This is an optimization exercise on Yosys and OpenROAD, whose aim is small area and a short achievable clock period, not a production implementation.
In this exercise RTL edits were held to simulation tests only and were not proved equivalent to the original.
Power figures rest on the tool's default switching activity, not on a simulated workload.

### flow/constraint.sdc
create_clock -name core_clock -period 11.0 [get_ports {clk}]
set_input_delay 2.2000 -clock core_clock [delete_from_list [all_inputs] [get_ports {clk}]]
set_output_delay 2.2000 -clock core_clock [all_outputs]
set_load 0.01 [all_outputs]
### flow/design.v
package CORE_PKG;
parameter NUM_PREGS = 64;
parameter NUM_AREGS = 32;
parameter RS_ENTRIES = 16;
parameter NUM_FUS = 4;
typedef struct packed {
    logic [$clog2(NUM_PREGS)-1:0] dst_preg;
    logic [$clog2(NUM_PREGS)-1:0] src1_preg;
    logic [$clog2(NUM_PREGS)-1:0] src2_preg;
    logic [31:0] imm_val;
    logic instr_valid;
    logic [31:0] pc;
} disp_packet_t;
endpackage
import CORE_PKG::*;
module g_inv  (input logic a, output logic y); assign y = ~a; endmodule
module g_nand2 (input logic a, b, output logic y); assign y = ~(a & b); endmodule
module g_nand3 (input logic a, b, c, output logic y); assign y = ~(a & b & c); endmodule
module g_nor2 (input logic a, b, output logic y); assign y = ~(a | b); endmodule
module onehot_dec (
    input  logic        v,
    input  logic [3:0]  idx,
    output logic [15:0] y
);
logic [3:0] idx_n, lo_n, hi_n;
for (genvar j = 0; j < 4; j++) begin : g_in
    g_inv u_inv (.a(idx[j]), .y(idx_n[j]));
end
for (genvar k = 0; k < 4; k++) begin : g_pre
    g_nand3 u_lo (.a(v),
                  .b(k[1] ? idx[1] : idx_n[1]),
                  .c(k[0] ? idx[0] : idx_n[0]),
                  .y(lo_n[k]));
    g_nand2 u_hi (.a(k[1] ? idx[3] : idx_n[3]),
                  .b(k[0] ? idx[2] : idx_n[2]),
                  .y(hi_n[k]));
end
for (genvar i = 0; i < 16; i++) begin : g_out
    g_nor2 u_y (.a(lo_n[i%4]), .b(hi_n[i/4]), .y(y[i]));
end
endmodule
import CORE_PKG::*;
module aoi222 (
    input  logic [2:0] a,
    input  logic [2:0] b,
    output logic       y
);
assign y = ~|(a & b);
endmodule
module nand6 (
    input  logic [5:0] a,
    output logic       y
);
assign y = ~&a;
endmodule
module pkt_bit_mux #(
    parameter int N = RS_ENTRIES
)(
    input  logic [N-1:0] sel,
    input  logic [N-1:0] data,
    output logic         y
);
logic [5:0] t;
for (genvar k = 0; k < 5; k++) begin : g_aoi
    aoi222 u_aoi (.a(sel[3*k +: 3]), .b(data[3*k +: 3]), .y(t[k]));
end
assign t[5] = ~(sel[15] & data[15]);
nand6 u_or (.a(t), .y(y));
endmodule
import CORE_PKG::*;
module dep_row #(
    parameter int M = RS_ENTRIES * NUM_FUS
)(
    input  logic [M-1:0] d,
    input  logic [M-1:0] keep,
    input  logic [M-1:0] newc,
    input  logic         wr,
    output logic [M-1:0] nxt,
    output logic         zero
);
assign nxt  = (d & keep) | (newc & {M{wr}});
assign zero = ~(|nxt);
endmodule
module dep_col (
    input  logic dm,
    input  logic ready,
    input  logic rst_q,
    input  logic dv,
    output logic keep,
    output logic newc
);
assign keep = ~(ready | rst_q);
assign newc = dm & dv & ~ready;
endmodule
import CORE_PKG::*;
module scheduler #(
    parameter PKT_W = 3*$clog2(NUM_PREGS) + 32 + 1 + 32    
)(
    input logic clk,
    input logic rst,
    output logic [RS_ENTRIES-1:0] local_ready_mask,
    input logic [(RS_ENTRIES * NUM_FUS)-1:0] global_ready_mask,
    input logic [PKT_W-1:0] disp_pkt,
    input logic disp_valid,
    input logic [(RS_ENTRIES * NUM_FUS)-1:0] dependency_mask,
    output logic [$clog2(RS_ENTRIES)-1:0] rs_entry_idx,
    output logic rs_full,
    input logic [($clog2(RS_ENTRIES))-1:0] retire_rs_entry,
    input logic retire_rs_valid,
    output logic [PKT_W-1:0] sched_pkt,
    output logic fire_valid,
    output logic [($clog2(RS_ENTRIES))-1:0] fire_entry
);
localparam int N = RS_ENTRIES;
localparam int M = RS_ENTRIES * NUM_FUS;
localparam int IW = $clog2(RS_ENTRIES);
logic [N-1:0]     valid_q;
logic [N-1:0]     granted_q;
logic [M-1:0]     dep_q [N];
logic [PKT_W-1:0] payload_q [N];
logic [N-1:0]     free_oh_q;
localparam int H = N / 2;
logic [N-1:0]     gnt_half_q;    
logic             none_lo_q;     
logic [N-1:0]     gnt_oh_q;      
logic             fire_valid_q;
logic             rst_q;
logic             full_q;
logic [IW-1:0]    free_idx_q;
logic [N-1:0] retire_oh;
onehot_dec u_lrm_dec (.v(retire_rs_valid), .idx(retire_rs_entry), .y(local_ready_mask));
onehot_dec u_ret_dec (.v(retire_rs_valid), .idx(retire_rs_entry), .y(retire_oh));
logic [M-1:0]  keep_col;      
logic [M-1:0]  new_col;       
logic [N-1:0]  disp_row;
logic [M-1:0]  dep_d [N];
logic [N-1:0]  valid_d, granted_d, req_d, gnt_half_d, free_oh_d;
logic [IW-1:0] free_idx_d;
for (genvar j = 0; j < M; j++) begin : g_colsig
    dep_col u_col (.dm(dependency_mask[j]), .ready(global_ready_mask[j]), .rst_q(rst_q),
                   .dv(disp_valid), .keep(keep_col[j]), .newc(new_col[j]));
end
assign disp_row = {N{disp_valid}} & free_oh_q;
logic [N-1:0] dep_zero;
for (genvar i = 0; i < N; i++) begin : g_row
    dep_row #(.M(M)) u_row (
        .d(dep_q[i]), .keep(keep_col), .newc(new_col), .wr(free_oh_q[i]),
        .nxt(dep_d[i]), .zero(dep_zero[i])
    );
end
always_comb begin
    for (int i = 0; i < N; i++) begin
        valid_d[i]   = ~rst & ~retire_oh[i] & (valid_q[i] | disp_row[i]);
        granted_d[i] = ~rst & ~retire_oh[i] & (granted_q[i] | gnt_oh_q[i]);
        req_d[i]     = valid_d[i] & ~granted_d[i] & dep_zero[i];
    end
end
always_comb begin
    logic seen_r, seen_f;
    seen_r = 1'b0;
    seen_f = 1'b0;
    free_idx_d = '0;
    for (int i = 0; i < N; i++) begin
        if (i == H) seen_r = 1'b0;
        gnt_half_d[i] = req_d[i] & ~seen_r;
        free_oh_d[i] = ~valid_d[i] & ~seen_f;
        if (free_oh_d[i]) free_idx_d = i[IW-1:0];
        seen_r = seen_r | req_d[i];
        seen_f = seen_f | ~valid_d[i];
    end
end
assign gnt_oh_q = {gnt_half_q[N-1:H] & {H{none_lo_q}}, gnt_half_q[H-1:0]};
always_ff @(posedge clk) begin
    rst_q        <= rst;
    valid_q      <= valid_d;
    granted_q    <= granted_d;
    gnt_half_q   <= gnt_half_d;
    none_lo_q    <= ~(|req_d[H-1:0]);
    fire_valid_q <= |req_d;
    free_oh_q    <= free_oh_d;
    full_q       <= &valid_d;
    free_idx_q   <= free_idx_d;
    for (int i = 0; i < N; i++) dep_q[i] <= dep_d[i];
end
always_ff @(posedge clk) begin
    for (int i = 0; i < N; i++)
        if (free_oh_q[i]) payload_q[i] <= disp_pkt;
end
for (genvar b = 0; b < PKT_W; b++) begin : g_rd
    logic [N-1:0] col;
    for (genvar i = 0; i < N; i++) begin : g_col
        assign col[i] = payload_q[i][b];
    end
    pkt_bit_mux #(.N(N)) u_mux (.sel(gnt_oh_q), .data(col), .y(sched_pkt[b]));
end
assign fire_valid   = fire_valid_q;
always_comb begin
    fire_entry = '0;
    for (int i = 0; i < N; i++)
        if (gnt_oh_q[i]) fire_entry = fire_entry | IW'(i);
end
assign rs_full      = full_q;
assign rs_entry_idx = free_idx_q;
endmodule
### flow/standard.sh
#!/bin/bash
# synth_recipe.tcl (not shown) runs the flow's synth.tcl, then flattens the netlist and writes it again
# the make line also repeats each setting of config.mk as NAME=value (left out here)
make -C /OpenROAD-flow-scripts/flow DESIGN_CONFIG=/design/flow/config.mk WORK_HOME=/design/flow/orfs CLKGATE_MAP_FILE= SYNTH_SCRIPT=/design/flow/synth_recipe.tcl "${@:-finish}"
### flow/config.mk
export PLATFORM = sky130hd
export DESIGN_NAME = scheduler
export DESIGN_NICKNAME = scheduler
export VERILOG_FILES = /design/flow/design.v
export SDC_FILE = /design/flow/constraint.sdc
export NUM_CORES = 4
export LEC_CHECK = 0
export CAP_MARGIN = 20
export CORE_MARGIN = 2
export CORE_UTILIZATION = 62
export CTS_BUF_LIST = sky130_fd_sc_hd__clkbuf_16
export CTS_CLUSTER_DIAMETER = 100
export CTS_CLUSTER_SIZE = 26
export PLACE_DENSITY = 0.7
export SLEW_MARGIN = 20
export SYNTH_HIERARCHICAL = 1
export SYNTH_MINIMUM_KEEP_SIZE = 0
### flow/flow/io.tcl
# Keep the retire inputs and the local_ready_mask outputs they drive
# (a purely combinational path) next to each other on one edge.
set lrm_lo {}
set lrm_hi {}
for {set i 0} {$i < 8} {incr i} { lappend lrm_lo "local_ready_mask\[$i\]" }
for {set i 8} {$i < 16} {incr i} { lappend lrm_hi "local_ready_mask\[$i\]" }
set ret {retire_rs_valid retire_rs_entry[0] retire_rs_entry[1] retire_rs_entry[2] retire_rs_entry[3]}
set names [concat $lrm_lo $ret $lrm_hi]
set pins {}
foreach n $names { lappend pins [get_ports $n] }
set_io_pin_constraint -group -order -pin_names $pins -region top:*
### flow/flow/run.sh
#!/bin/bash
# Standard layout, with three changes to how it is made:
#  - port buffers are plain buf_1 cells (buffer_ports otherwise picks a slow
#    delay buffer, since nothing is critical at the design's period);
#  - timing repair aims for a setup margin well above zero, so the resizer
#    works on the paths that set the achieved period;
#  - the retire pins and the local_ready_mask pins are placed together.
# Each step's full output is in orfs/logs/; make's own output is in
# flow_make.log here.
set -euo pipefail
export BUFFER_PORTS_ARGS="-buffer_cell sky130_fd_sc_hd__buf_1"
export SETUP_SLACK_MARGIN=6.2
export PRE_IO_PLACEMENT_TCL="$(pwd)/flow/io.tcl"
bash standard.sh > flow_make.log 2>&1
==> results of run 1 <==
critical path, stage by stage:
cell      delay (ns)
buf_12          0.12
clkinv_8        0.05
nand3_4         0.10
nor2_2          0.10
buf_2           0.14
power groups by stage:
stage	registers (mW)	clock network [mW]	logic [mW]
detailed placement	9.85	0	0.421
finish	9.64	4.36	0.472
global route	9.65	4.68	0.496
floorplan	9.86	0	0.171
CTS	9.64	4.38	0.447
global placement	9.84	0	0.415
registers in the layout, summed over array words and instances (netlist names):
name,cells
valid_q,16
none_lo_q,1
rst_q,1
granted_q,16
payload_q,1328
free_idx_q,4
dep_q,1024
gnt_half_q,16
fire_valid_q,1
full_q,1
free_oh_q,16
per-module statistics from Yosys (local to each module, per instance), excerpt:
module | cells inside | copies in the design | flops+latches
g_nor2 | 1 | 32 | 0
aoi222 | 1 | 415 | 0
g_nand2 | 1 | 8 | 0
g_nand3 | 1 | 8 | 0
dep_col | 2 | 64 | 0
nand6 | 2 | 83 | 0
scheduler | 2633 | 1 | 2424
g_inv | 1 | 8 | 0
worst min-delay path by stage:
stage                       start            end  slack [ns]  cells past startpoint
finish               granted_q[2]   granted_q[2]        0.47                      1
detailed placement   granted_q[2]   granted_q[2]        0.44                      1
floorplan            granted_q[2]   granted_q[2]        0.42                      1
global placement     granted_q[2]   granted_q[2]        0.43                      1
global route        dep_q[11][15]  dep_q[11][15]        0.50                      1
CTS                  granted_q[2]   granted_q[2]        0.46                      1
per-layer routing:
layer  vias to the layer above  track usage (%)
met2                      3521             53.0
li1                      22373                -
met3                       457             7.11
met5                         -                0
met4                        38             12.1
met1                     26663             49.9
cells in the mapped netlist (3+ instances only):
library cell	number	area share (%)
nand4_1	24	0.18
and3b_1	64	0.68
a222oi_1	415	5.1
and4_1	85	0.91
inv_1	20	0.091
nand2b_1	6	0.046
a21o_1	6	0.055
nor4_1	259	2.0
and2_1	12	0.091
nor4_2	16	0.24
edfxtp_1	1328	49
o211ai_1	3	0.027
nand2_1	200	0.91
dfxtp_1	1096	27
nand3_1	96	0.59
buf_6	67	0.92
nand4b_1	7	0.075
buf_2	50	0.30
a21oi_1	20	0.12
a22o_1	1024	11
nor3b_1	5	0.046
or4_1	3	0.027
nor3_1	32	0.20
nor2_1	135	0.62
nor4b_2	16	0.29
through the flow:
| stage | power [mW] | cell area [um^2] |
|---|---|---|
| after global routing | 14.8 | 91300 |
| after detailed placement | 10.3 | 85600 |
| after floorplan | 10.0 | 82100 |
| after global placement | 10.3 | 85600 |
| after CTS | 14.5 | 90500 |
| final | 14.5 | 91300 |
kinds of logic after synthesis:
| group | Yosys count |
|---|---|
| compound gates | 1480 |
| simple gates | 973 |
| flops | 2424 |
| buf+inv | 140 |
timing repair:
action,in CTS,in global routing
pin swaps,130,100
endpoints found under the setup margin,121,110
buffers inserted,43,16
gates resized for setup,305,119
gates cloned,32,9
cell type report:
class                   count  area, um^2  share of cell area (%)
diodes                      3        7.51                 0.00822
clock buffers             104        2600                    2.85
clock inverters            37         183                   0.200
inverters                  20         125                   0.137
multi-input cells        2469       20000                    21.9
flip-flops and latches   2424       61900                    67.8
well taps                1755        2200                    2.41
repair buffers            542        4210                    4.61
==> results.txt, run 1 <==
CTS tree yes; Die Y-Extent 368 um; CTS sink cnt 2424; num rows 133; Initial Util 62.4%; I/O pins 328; reg2reg path depth 11; Post-synth EDFFs 1328; Avg Inst Size Synth 16.4 um^2; Critical Path End local_ready_mask[0]; Cell Pwr Density 158 nW/um^2; area grow syn2layout 11.3%; Hold Crit Class reg2reg; Longest Clk Path Bufs 3; startpoint types primary input; initial DRC count 8686; Avg WL per Cell 33.0 um; Cell Area, Synth 82100 um^2; max cap viols 0; launching point of the worst reg2reg path free_oh_q[6]; htree depth 3; pin count of the biggest net entering global routing 113; iteration count of the initial detailed-routing pass 9; Synth Area in Compound Gates 16.3%; Worst Slack Setup Final 6.09 ns; Vias/cell 7.21; grt ovf 0; Mapped Nets 5236; port buffer count 327; DR WL met2 110000 um; DIE AREA 135000 um^2; post-route insts no fill 7354; Flop pwr share 66.6%; CP Data Required Time 8.80 ns; adder-cell area share of the yosys netlist 0%; Slew Viols, Final 0; Tot GR Track Use 34.7%; number of remaining DRC errors 0; DRT met1 WL 93600 um; Cells after DPL 7110; NumNets Final 5779; Max IR drop VDD 0.196 mV; Util after Layout 69.5%; Comb pwr share 3.3%; CP startpoint retire_rs_entry[0]; slew margin rel. 23.7%; core region area 131000 um^2; wire length on met3 30000 um; FF-to-FF setup slack 6.88 ns; post-synthesis mux area share 0%; Seq cells post-synth 2424; sequential fraction of the synthesis area 75.3%; die extent in x 368 um; Post-Synth XOR/XNOR Area 0%; RePlAce Congestion 0.875; Top FF cell, synth edfxtp_1; pre-CTS setup slack 4.43 ns; minimum clock period 4.91 ns; crit path max fanout 4; final worst path period share 44.7%; total net switching power 3.03 mW; global-route wire length before repair 346000 um; Clk Latency, worst-skew pair 0.77 ns; fraction of registers with async set/reset 0%; Fill cells 8874; cell internal pwr 11.4 mW; most frequent cells in the layout edfxtp_1, dfxtp_1, a22o_1, a222oi_1, buf_1; cell count after synthesis 5017; FMAX 0.204 GHz; crit end category output pin; Detail Placement HPWL 122000 um; unrepaired setup endpoints after global routing yes; Routed Wire Length 243000 um; most common cell after layout, fill and taps aside edfxtp_1; status complete, no violations; CP Data Arrival Time 2.71 ns; remaining antenna violation count 0; Sw Ratio 20.9%; vias in the first global route 50080; cts bufs inserted 103; slew of the pin with the lowest slew margin 1.14 ns; Top Layer Used met5; CP Class in2out; layout cell share with drive strength beyond 1 11.1%; Synth Area in Simple Gates 7.04%; clk_skew 0.0427 ns; largest family of logic cells by synthesized area compound AO/OA/AOI/OAI gates; library cells used by synthesis 50; total negative slack 0 ns; CTS Root Cell clkbuf_16; Fin. Hold Viols 0; Hold WS 0.473 ns; via count 53052; initial antenna violation count 27; post-cts hold buffer count 0; final setup violation count 0; Clock power frac 30.1%; leakage 31.9 nW; clock-pin slew on the worst setup and hold paths 0.10 ns; reg2reg end none_lo_q; YS warnings 12
==> run 2: changes to the inputs <==
--- a/flow/flow/run.sh
+++ b/flow/flow/run.sh
@@ -11,3 +11,3 @@
 export BUFFER_PORTS_ARGS="-buffer_cell sky130_fd_sc_hd__buf_1"
-export SETUP_SLACK_MARGIN=6.2
+export SETUP_SLACK_MARGIN=6.15
 export PRE_IO_PLACEMENT_TCL="$(pwd)/flow/io.tcl"
==> run 2 against run 1 <==
Critical path depth grew 2. Clock power grew 0.9%. Non-clock buffer count shrank 16. Maximum frequency shrank 0.46%. Flip-flop and latch count is the same. Die area is the same. Count of clock-buffer cells in the layout is the same. Final area is essentially flat. Still clean on timing, DRC and antenna.
==> results.txt, run 2 <==
status complete, no violations; Critical Path End sched_pkt[66]; port buffer count 327; Max IR drop VDD 0.133 mV; Cell Pwr Density 159 nW/um^2; initial antenna violation count 27; Die Y-Extent 368 um; CTS sink cnt 2424; final setup violation count 0; Longest Clk Path Bufs 3; core region area 131000 um^2; Mapped Nets 5236; DIE AREA 135000 um^2; max cap viols 0; remaining antenna violation count 0; CP Class reg2out; crit path max fanout 8; minimum clock period 4.94 ns; slew margin rel. 23.3%; Slew Viols, Final 0; Routed Wire Length 243000 um; CP Data Arrival Time 2.74 ns; CP startpoint none_lo_q; Avg WL per Cell 33.1 um; library cells used by synthesis 50; fraction of registers with async set/reset 0%; Clk Latency, worst-skew pair 0.77 ns; final worst path period share 44.9%; most common cell after layout, fill and taps aside edfxtp_1; via count 52875; Seq cells post-synth 2424; cell count after synthesis 5017; Fill cells 8806; unrepaired setup endpoints after global routing yes; most frequent cells in the layout edfxtp_1, dfxtp_1, a22o_1, a222oi_1, buf_1; Vias/cell 7.20; top flop regs payload_q: 1328 flops, dep_q: 1024 flops; total negative slack 0 ns; NumNets Final 5761; sequential fraction of the synthesis area 75.3%; most frequent cells after synthesis edfxtp_1, dfxtp_1, a22o_1; Hold Crit Class reg2reg; Initial Util 62.4%; Top FF cell, synth edfxtp_1; Synth top area share 48.6%; leakage 31.9 nW; Tot GR Track Use 34.0%; initial DRC count 8802; HP Start granted_q[2]; count leader, synth edfxtp_1; CTS Root Cell clkbuf_16; Fin. Hold Viols 0; htree depth 3; Hold WS 0.489 ns; YS warnings 12; number of remaining DRC errors 0; die extent in x 368 um; Post-synth EDFFs 1328; clk_skew 0.0265 ns; CTS tree yes; crit end category output pin; FF-to-FF setup slack 6.43 ns; CP Data Required Time 8.80 ns; RePlAce Congestion 0.876; num rows 133; grt ovf 0; reg2reg end gnt_half_q[15]; global-route wire length before repair 340000 um; pin count of the biggest net entering global routing 108; clock-pin slew on the worst setup and hold paths 0.11 ns; area grow syn2layout 11.3%; iteration count of the initial detailed-routing pass 7; Detail Placement HPWL 123000 um; reg2reg path depth 12; Avg Inst Size Synth 16.4 um^2; register with the most flip-flops payload_q; cts bufs inserted 103; slew of the pin with the lowest slew margin 1.15 ns; max reg flops 1328; vias in the first global route 49782; Area contributors post-synth edfxtp_1, dfxtp_1, a22o_1, a222oi_1, nor4_1; I/O pins 328; layout cell share with drive strength beyond 1 11.2%; area leader, netlist edfxtp_1; startpoint types flip-flop; launching point of the worst reg2reg path rst_q; Cell Area, Synth 82100 um^2; FMAX 0.203 GHz
## run 2: cell types whose count changed in the layout (fill, tap and decap cells not counted), moves of 6 or more
cell,before,now
nand2_1,188,196
clkbuf_16,112,123
nor4_1,231,238
buf_6,31,41
nor4_2,39,33
clkbuf_2,9,20
and3b_2,11,26
buf_4,147,128
and3b_1,33,19
buf_2,29,23
buf_1,258,241
nand2_2,8,1
## run 2: worst min-delay path by stage
stage                                to  slack, ns  cells past startpoint
after global routing      dep_q[14][62]       0.51                      1
after floorplan            granted_q[2]       0.42                      1
final                      granted_q[2]       0.49                      1
after global placement     granted_q[2]       0.45                      1
after detailed placement   granted_q[2]       0.46                      1
after CTS                  granted_q[2]       0.48                      1
## run 2: routing by layer
layer	track usage, %	up-vias	share of wire [%]
li1	-	22349	-
met1	48.9	26668	39
met2	52.9	3403	46
met3	6.35	427	12
met4	11.0	28	3.5
met5	0	-	0.074
## run 2: what timing repair did
item                                    4_1_cts  5_1_grt
gates cloned                                 25       22
buffers inserted                             20       15
hold buffers                                  0        0
pin swaps                                   126      136
gates resized for setup                     313      149
endpoints found under the setup margin      120      113
## run 2: final cells by class
class / count / area [um^2] / area share (%)
multi-input cells: 2467 / 20000 / 21.9
flip-flops and latches: 2424 / 61900 / 67.8
inverters: 20 / 125 / 0.137
diodes: 8 / 20.0 / 0.0219
clock inverters: 40 / 230 / 0.252
clock buffers: 104 / 2600 / 2.85
repair buffers: 526 / 4290 / 4.69
well taps: 1755 / 2200 / 2.40
## run 2: per-stage QoR
stage,cells,instance area (um^2),util [%],setup slack (ns),power [mW]
after floorplan,5017,82100,-,6.18,10.0
after global placement,7110,85600,65.1,4.46,10.3
after detailed placement,7110,85600,65.1,4.45,10.3
after CTS,7299,90200,68.6,6.06,14.5
after global routing,7340,91400,69.5,6.02,14.9
final,7344,91400,69.5,6.06,14.5
## run 2: per-module statistics from Yosys (local to each module, per instance), a selection
module | cells | flip-flops and latches | times used
aoi222 | 1 | 0 | 415
g_nor2 | 1 | 0 | 32
nand6 | 2 | 0 | 83
g_inv | 1 | 0 | 8
g_nand2 | 1 | 0 | 8
scheduler | 2633 | 2424 | 1
dep_col | 2 | 0 | 64
g_nand3 | 1 | 0 | 8
## run 2: kinds of logic after synthesis
| logic type | Yosys count | share of synthesized area, % |
|---|---|---|
| DFF | 2424 | 75.3 |
| AOI/OAI and AO/OA | 1480 | 16.3 |
| and+or+nand+nor | 973 | 7.04 |
| buffers and inverters | 140 | 1.33 |
## run 2: report_power, final
part	total, mW	switching, mW	internal, mW
Clock	4.40	2.67	1.73
Sequential	9.64	0.0333	9.61
Combinational	0.471	0.353	0.118
## run 2: critical path, cell delays in order, from the launching register on
cell and delay (ns):
dfxtp_4 0.40, buf_8 0.14, and2_4 0.23, buf_16 0.18, a222oi_1 0.32, and4_1 0.32, nand3_4 0.16, buf_6 0.19
==> run 3: changes to the inputs <==
--- a/flow/flow/run.sh
+++ b/flow/flow/run.sh
@@ -11,3 +11,3 @@
 export BUFFER_PORTS_ARGS="-buffer_cell sky130_fd_sc_hd__buf_1"
-export SETUP_SLACK_MARGIN=6.15
+export SETUP_SLACK_MARGIN=6.1
 export PRE_IO_PLACEMENT_TCL="$(pwd)/flow/io.tcl"
--- a/flow/config.mk
+++ b/flow/config.mk
@@ -11,4 +11,4 @@
 export CTS_BUF_LIST = sky130_fd_sc_hd__clkbuf_16
-export CTS_CLUSTER_DIAMETER = 100
-export CTS_CLUSTER_SIZE = 26
+export CTS_CLUSTER_DIAMETER = 60
+export CTS_CLUSTER_SIZE = 27
 export PLACE_DENSITY = 0.7
==> run 3 against run 2 <==
Still clean. Critical path depth grew 1. Cell count grew 1.2%. Worst hold slack lost 0.0048 ns. Sequential share of layout area shrank 0.89 points. Non-clock buffer count shrank 17. Final area grew 1.3%. Clock power grew about 30%. Power grew 9.2%. First-iteration DRC count is essentially flat. Via count grew 0.50%. Clock skew grew 0.0028 ns. Largest cell class unchanged. Largest power group unchanged. Highest routed layer unchanged.
==> results.txt, run 3 <==
status complete, no violations; register with the most flip-flops payload_q; NumNets Final 5779; Post-synth EDFFs 1328; YS warnings 12; iteration count of the initial detailed-routing pass 10; crit end category output pin; Critical-path top delay cell dfxtp_4; RePlAce Congestion 0.876; unrepaired setup endpoints after global routing yes; vias in the first global route 50222; Seq cells post-synth 2424; final setup violation count 0; minimum clock period 5.01 ns; Multi-input gate area 19900 um^2; Critical Path, Cell by Cell buf_8 > and2_4 > buf_12 > clkbuf_16 > a222oi_1 > and4_1 > nand3_2 > buf_2; top flop regs payload_q: 1328 flops, dep_q: 1024 flops; Area contributors post-synth edfxtp_1, dfxtp_1, a22o_1, a222oi_1, nor4_1; Cells after DPL 7110; max reg flops 1328; initial DRC count 8809; register area 61900 um^2; area grow syn2layout 12.8%; Die Y-Extent 368 um; CTS tree yes; Fin. Hold Viols 0; Hold Crit Class reg2reg; I/O pins 328; port buffer count 327; Placed Area 85600 um^2; Clk Latency, worst-skew pair 0.82 ns; Overall Power 15.8 mW; htree depth 4; post-cts hold buffer count 0; Top Layer Used met5; final instance area 92600 um^2; via count 53138; Slew Viols, Final 0; post-route insts no fill 7431; pin count of the biggest net entering global routing 108; DRT met1 WL 93800 um; clock-pin slew on the worst setup and hold paths 0.08 ns; Cell Area, Synth 82100 um^2; clk_skew 0.0293 ns; initial antenna violation count 32; DR WL met2 110000 um; final worst path period share 45.5%; Avg WL per Cell 32.6 um; global-route wire length before repair 342000 um; most frequent cells after synthesis edfxtp_1, dfxtp_1, a22o_1; num rows 133; Top FF cell, synth edfxtp_1; count leader, synth edfxtp_1; Longest Clk Path Bufs 3; most common cell after layout, fill and taps aside edfxtp_1; DIE AREA 135000 um^2; CP Data Required Time 8.80 ns; Hold WS 0.484 ns; max cap viols 0; sequential fraction of the synthesis area 75.3%; Worst Slack Setup Final 5.99 ns; Util after Layout 70.4%; CTS Root Cell clkbuf_16; remaining antenna violation count 0; FMAX 0.200 GHz; die extent in x 368 um; crit path max fanout 13; Routed Wire Length 242000 um; cell count after synthesis 5017; fraction of registers with async set/reset 0%; crit path buf inv count 4; CP Data Arrival Time 2.81 ns; total negative slack 0 ns; number of remaining DRC errors 0; CTS sink cnt 2424; wire length on met3 29000 um; core region area 131000 um^2; Detail Placement HPWL 123000 um; most frequent cells in the layout edfxtp_1, dfxtp_1, a22o_1, a222oi_1, buf_1; pre-CTS setup slack 4.45 ns; CP Class reg2out; CP peak stage delay 0.39 ns; Tot GR Track Use 34.3%; Max IR drop VDD 0.184 mV; layout cell share with drive strength beyond 1 12.3%; Synth top area share 48.6%; Vias/cell 7.15; slew margin rel. 23.4%; leakage 32.3 nW; Cell Pwr Density 171 nW/um^2; Fill cells 8690; Initial Util 62.4%; Avg Inst Size Synth 16.4 um^2; startpoint types flip-flop; library cells used by synthesis 50; grt ovf 0; slew of the pin with the lowest slew margin 1.15 ns; Mapped Nets 5236; area leader, netlist edfxtp_1; CP delay by family, top buffers and inverters; cts bufs inserted 138
[run 3: cell types whose count changed in the layout (fill, tap and decap cells not counted), moves of 8 or more]
| cell | previous run | this run |
|---|---|---|
| clkbuf_16 | 123 | 157 |
| inv_1 | 48 | 21 |
| buf_6 | 41 | 21 |
| buf_1 | 241 | 260 |
| inv_8 | 0 | 18 |
| clkinvlp_4 | 1 | 15 |
| inv_6 | 2 | 16 |
| clkinv_4 | 0 | 13 |
| nand3_1 | 58 | 69 |
| nand3_2 | 25 | 15 |
| buf_2 | 23 | 31 |
| clkbuf_2 | 20 | 12 |
[run 3: cell families after synthesis]
family	count (synthesis)	share of synthesized area, %
flip-flops	2424	75.3
buffers and inverters	140	1.33
AND/OR/NAND/NOR	973	7.04
AO/OA/AOI/OAI	1480	16.3
[run 3: report_power, final]
group / switching [mW] / total, mW / internal [mW] / leakage [nW]
combinational: 0.349 / 0.464 / 0.115 / 9.12
clock: 3.14 / 5.74 / 2.61 / 2.25
sequential: 0.0336 / 9.64 / 9.61 / 20.9
total: 3.52 / 15.8 / 12.3 / 32.3
[run 3: area by class of cell]
cell class                 count  area share [%]
timing repair buffer         509            4.12
clock inverter               101            1.14
inverter                      20           0.119
clock buffer                 143            3.86
antenna                       12          0.0324
sequential                  2424            66.9
tap                         1755            2.37
multi-input combinational   2467            21.5
[run 3: layer usage]
layer  up-vias  global-route usage (%)
met1     26765                    49.2
met2      3435                    52.6
met5         -                       0
li1      22466                       -
met4        26                    13.0
met3       446                    6.39
[run 3: per-module statistics from Yosys, one instance, submodules excluded, excerpt]
module     flip-flops and latches  times used
aoi222                          0         415
dep_col                         0          64
g_nor2                          0          32
g_nand2                         0           8
g_nand3                         0           8
g_inv                           0           8
nand6                           0          83
scheduler                    2424           1
[run 3: path summary, 6_finish.rpt]
check	endpoint	cells after the start	slack [ns]	from
setup / recovery	sched_pkt[62]	8	5.99	none_lo_q
hold reg to reg	granted_q[2]	1	0.48	granted_q[2]
hold / removal	granted_q[2]	1	0.48	granted_q[2]
setup reg to reg	none_lo_q	12	6.38	rst_q
[run 3: what timing repair did]
item                                    4_1_cts  5_1_grt
endpoints found under the setup margin      120       99
buffers inserted                             20        6
resized for setup                           233      152
gates cloned                                 22       17
pin swaps                                    88      100
==> run 4: changes to the inputs <==
--- a/flow/design.v
+++ b/flow/design.v
@@ -69,2 +69,10 @@
 endmodule
+module fanout_copy #(
+    parameter int W = RS_ENTRIES
+)(
+    input  logic [W-1:0] a,
+    output logic [W-1:0] y
+);
+assign y = a;
+endmodule
 import CORE_PKG::*;
@@ -121,6 +129,7 @@
 logic [N-1:0]     free_oh_q;
-localparam int H = N / 2;
-logic [N-1:0]     gnt_half_q;    
-logic             none_lo_q;     
-logic [N-1:0]     gnt_oh_q;      
+logic [N-1:0]     gnt_oh_q;
+localparam int NCOPY = 4;
+localparam int GRP = (PKT_W + NCOPY - 1) / NCOPY;
+logic [N-1:0]     gnt_rd_q [NCOPY];
+logic [N-1:0]     gnt_rd_d [NCOPY];
 logic             fire_valid_q;
@@ -136,3 +145,3 @@
 logic [M-1:0]  dep_d [N];
-logic [N-1:0]  valid_d, granted_d, req_d, gnt_half_d, free_oh_d;
+logic [N-1:0]  valid_d, granted_d, req_d, gnt_oh_d, free_oh_d;
 logic [IW-1:0] free_idx_d;
@@ -163,4 +172,3 @@
     for (int i = 0; i < N; i++) begin
-        if (i == H) seen_r = 1'b0;
-        gnt_half_d[i] = req_d[i] & ~seen_r;
+        gnt_oh_d[i]  = req_d[i] & ~seen_r;
         free_oh_d[i] = ~valid_d[i] & ~seen_f;
@@ -171,4 +179,8 @@
 end
-assign gnt_oh_q = {gnt_half_q[N-1:H] & {H{none_lo_q}}, gnt_half_q[H-1:0]};
+for (genvar c = 0; c < NCOPY; c++) begin : g_copy
+    fanout_copy #(.W(N)) u_copy (.a(gnt_oh_d), .y(gnt_rd_d[c]));
+end
+assign gnt_oh_q = gnt_rd_q[0];
 always_ff @(posedge clk) begin
+    for (int c = 0; c < NCOPY; c++) gnt_rd_q[c] <= gnt_rd_d[c];
     rst_q        <= rst;
@@ -176,4 +188,2 @@
     granted_q    <= granted_d;
-    gnt_half_q   <= gnt_half_d;
-    none_lo_q    <= ~(|req_d[H-1:0]);
     fire_valid_q <= |req_d;
@@ -193,3 +203,3 @@
     end
-    pkt_bit_mux #(.N(N)) u_mux (.sel(gnt_oh_q), .data(col), .y(sched_pkt[b]));
+    pkt_bit_mux #(.N(N)) u_mux (.sel(gnt_rd_q[b / GRP]), .data(col), .y(sched_pkt[b]));
 end
--- a/flow/flow/run.sh
+++ b/flow/flow/run.sh
@@ -2,3 +2,3 @@
 # Standard layout, with three changes to how it is made:
-#  - port buffers are plain buf_1 cells (buffer_ports otherwise picks a slow
+#  - port buffers are plain buf_2 cells (buffer_ports otherwise picks a slow
 #    delay buffer, since nothing is critical at the design's period);
@@ -10,4 +10,4 @@
 set -euo pipefail
-export BUFFER_PORTS_ARGS="-buffer_cell sky130_fd_sc_hd__buf_1"
-export SETUP_SLACK_MARGIN=6.1
+export BUFFER_PORTS_ARGS="-buffer_cell sky130_fd_sc_hd__buf_2"
+export SETUP_SLACK_MARGIN=6.3
 export PRE_IO_PLACEMENT_TCL="$(pwd)/flow/io.tcl"
--- a/flow/config.mk
+++ b/flow/config.mk
@@ -9,7 +9,7 @@
 export CORE_MARGIN = 2
-export CORE_UTILIZATION = 62
+export CORE_UTILIZATION = 60
 export CTS_BUF_LIST = sky130_fd_sc_hd__clkbuf_16
 export CTS_CLUSTER_DIAMETER = 60
-export CTS_CLUSTER_SIZE = 27
-export PLACE_DENSITY = 0.7
+export CTS_CLUSTER_SIZE = 24
+export PLACE_DENSITY = 0.68
 export SLEW_MARGIN = 20
==> run 4 against run 3 <==
Power is 2.2% higher. Cell count is 1.5% higher. Clock skew is 0.0055 ns higher. Largest power group unchanged. Final area is 1.4% higher. Utilization is 2.3 points lower. Critical path type is now in2out. Largest cell class unchanged. Worst hold slack worse by 0.024 ns. Flip-flop and latch count is 47 higher. Synthesized cell count is 2.2% higher. Routed wire length is 3.7% lower. First-iteration DRC count is 14% lower. Sequential power is 2% higher.
==> results.txt, run 4 <==
post-route insts no fill 7540; cts bufs inserted 141; initial antenna violation count 29; Synth top area share 47.8%; Area contributors post-synth edfxtp_1, dfxtp_1, a22o_1, a222oi_1, nor4_1; Slew Viols, Final 0; global-route wire length before repair 335000 um; Post-synth EDFFs 1328; count leader, synth edfxtp_1; grt ovf 0; Mapped Nets 5348; final setup violation count 0; max reg flops 1328; most common cell after layout, fill and taps aside edfxtp_1; Detail Placement HPWL 130000 um; clock-pin slew on the worst setup and hold paths 0.09 ns; launching point of the worst reg2reg path free_oh_q[1]; Hold WS 0.460 ns; CP Class in2out; htree depth 4; area grow syn2layout 12.4%; largest family of logic cells by synthesized area compound AO/OA/AOI/OAI gates; Avg Inst Size Synth 16.3 um^2; Synth Area in Compound Gates 16.0%; slew margin rel. 25.2%; initial DRC count 7604; area leader, netlist edfxtp_1; vias in the first global route 50037; most frequent cells after synthesis edfxtp_1, dfxtp_1, a22o_1; Cell Pwr Density 173 nW/um^2; Fin. Hold Viols 0; total net switching power 3.48 mW; CP Data Arrival Time 2.77 ns; slew of the pin with the lowest slew margin 1.12 ns; Clock power frac 36.4%; Hold Crit Class reg2reg; die extent in x 377 um; register with the most flip-flops payload_q; Avg WL per Cell 31.0 um; YS warnings 15; Overall Power 16.2 mW; Initial Util 60.6%; Util after Layout 68.1%; crit end category output pin; pin count of the biggest net entering global routing 113; CTS Root Cell clkbuf_16; sequential fraction of the synthesis area 75.1%; Flop pwr share 60.6%; top flop regs payload_q: 1328 flops, dep_q: 1024 flops, gnt_rd_q: 64 flops; layout cell share with drive strength beyond 1 17.4%; port buffer count 327; Post-Synth XOR/XNOR Area 0%; Comb pwr share 3.0%; cell internal pwr 12.7 mW; library cells used by synthesis 53; adder-cell area share of the yosys netlist 0%; NumNets Final 5853; final worst path period share 45.1%; clk_skew 0.0348 ns; FMAX 0.201 GHz; number of remaining DRC errors 0; cell count after synthesis 5129; unrepaired setup endpoints after global routing yes; via count 52903; Cell Area, Synth 83500 um^2; iteration count of the initial detailed-routing pass 9; Longest Clk Path Bufs 3; Die Y-Extent 377 um; CP startpoint retire_rs_entry[1]; crit path max fanout 4; total negative slack 0 ns; Cells after DPL 7230; remaining antenna violation count 0; max cap viols 0; status complete, no violations; RePlAce Congestion 0.868; Max IR drop VDD 0.138 mV; most frequent cells in the layout edfxtp_1, dfxtp_1, a22o_1, a222oi_1, buf_2; Seq cells post-synth 2471; CTS sink cnt 2471; core region area 138000 um^2; Sw Ratio 21.5%; fraction of registers with async set/reset 0%; minimum clock period 4.97 ns; leakage 33.6 nW; CTS tree yes; Clk Latency, worst-skew pair 0.81 ns; Routed Wire Length 233000 um; Vias/cell 7.02; HP Start granted_q[15]; I/O pins 328; Tot GR Track Use 31.9%; startpoint types primary input; post-synthesis mux area share 0%; num rows 136; DIE AREA 142000 um^2; Synth Area in Simple Gates 6.98%; CP Data Required Time 8.80 ns; Top FF cell, synth edfxtp_1
[run 4: cell types whose count changed after synthesis, sizes merged, moves of 5 or more]
cell / change
buf: +65
nand3: +12
nand4b: -6
nor3: +5
dfxtp: +47
nand4: -5
a21oi: -7
and2: -7
[run 4: logic make-up after synthesis]
family / Yosys count
flip-flops: 2471
AO/OA/AOI/OAI: 1471
AND/OR/NAND/NOR: 983
buffers and inverters: 204
[run 4: stage by stage]
stage	cell area (um^2)	setup slack, ns
after floorplan	83600	6.25
after global placement	87300	4.51
after detailed placement	87300	4.40
after CTS	92900	6.10
after global routing	93900	6.01
final	93900	6.03
[run 4: timing repair]
| item | CTS | global route |
|---|---|---|
| pin swaps | 16 | 53 |
| hold buffers | 0 | 0 |
| resized for setup | 213 | 109 |
| setup endpoints to repair | 87 | 79 |
| cloned | 0 | 4 |
| setup buffers | 5 | 45 |
[run 4: final cells by class]
class / instances / area [um^2]
repair buffers: 545 / 3520
well taps: 1794 / 2240
flip-flops and latches: 2471 / 62800
clock buffers: 152 / 3800
inverters: 17 / 114
diodes: 7 / 17.5
multi-input cells: 2458 / 20400
clock inverters: 96 / 978
fillers: 9386 / 44000
[run 4: worst paths after layout]
path	slack (ns)	end	depth (start not counted)
min reg2reg	0.46	granted_q[15]	2
max	6.03	local_ready_mask[12]	5
min	0.46	granted_q[15]	2
max reg2reg	6.62	fire_valid_q	10
[run 4: routing by layer]
| layer | wire length (um) | global-route usage (%) | vias to the layer above |
|---|---|---|---|
| li1 | - | - | 22644 |
| met1 | 95100 | 46.3 | 26906 |
| met2 | 107000 | 49.0 | 2891 |
| met3 | 24700 | 6.38 | 434 |
| met4 | 6800 | 9.34 | 28 |
| met5 | 176 | 0 | - |
[run 4: worst max-delay path, cell delays in order]
cell	delay, ns
buf_12	0.12
clkinv_8	0.05
nand3_4	0.11
nor2_1	0.13
buf_2	0.15
[run 4: modules after synthesis, one instance, submodules excluded, a selection]
module	flip-flops and latches	area (um^2)	times used	cells
nand6	0	13.8	83	2
g_nand3	0	5.00	8	1
aoi222	0	10.0	415	1
g_inv	0	3.75	8	1
dep_col	0	12.5	64	2
g_nor2	0	3.75	32	1
g_nand2	0	3.75	8	1
scheduler	2471	64000	1	2681
[run 4: power by group through the flow]
stage / clock, mW / sequential, mW / combinational (mW)
after detailed placement: 0 / 10.0 / 0.427
after CTS: 5.95 / 9.82 / 0.452
after floorplan: 0 / 10.0 / 0.171
after global routing: 6.27 / 9.83 / 0.508
after global placement: 0 / 10.0 / 0.418
final: 5.90 / 9.82 / 0.485

-- re-timing with driven ports --
The results above use ideal ports. As a check the final layouts listed here were re-extracted and re-timed, cells and wires unchanged. Step 1 assumes that a clkbuf_16 drives the clock port and a buf_2 every other input. Step 2 times the ports against the registers' clock, not the clock port: input delays grow and output delays shrink by t, the midpoint of the rising clock arrivals with the driver on. Three values: ideal, step 1, step 2; two values: the first two.
run | t, ns | setup slack, ns | worst hold slack (ns) | worst slew at a driven data input, ns | pins driven straight from the clock port
run 1 | 0.824 | 6.088 / 6.018 / 5.374 | 0.473 / 0.473 / 0.473 | 0.18 | 1
run 2 | 0.851 | 6.065 / 5.977 / 5.347 | 0.489 / 0.489 / 0.489 | 0.18 | 1
run 3 | 0.882 | 5.991 / 5.912 / 5.318 | 0.484 / 0.484 / 0.484 | 0.19 | 1
run 4 | 0.876 | 6.035 / 5.972 / 5.398 | 0.460 / 0.460 / 0.460 | 0.18 | 1
After both steps setup and hold are still met in every run listed. For run 2, which loses most, drivers alone change the setup slack by -0.088 ns; drivers and shift together by -0.718 ns.
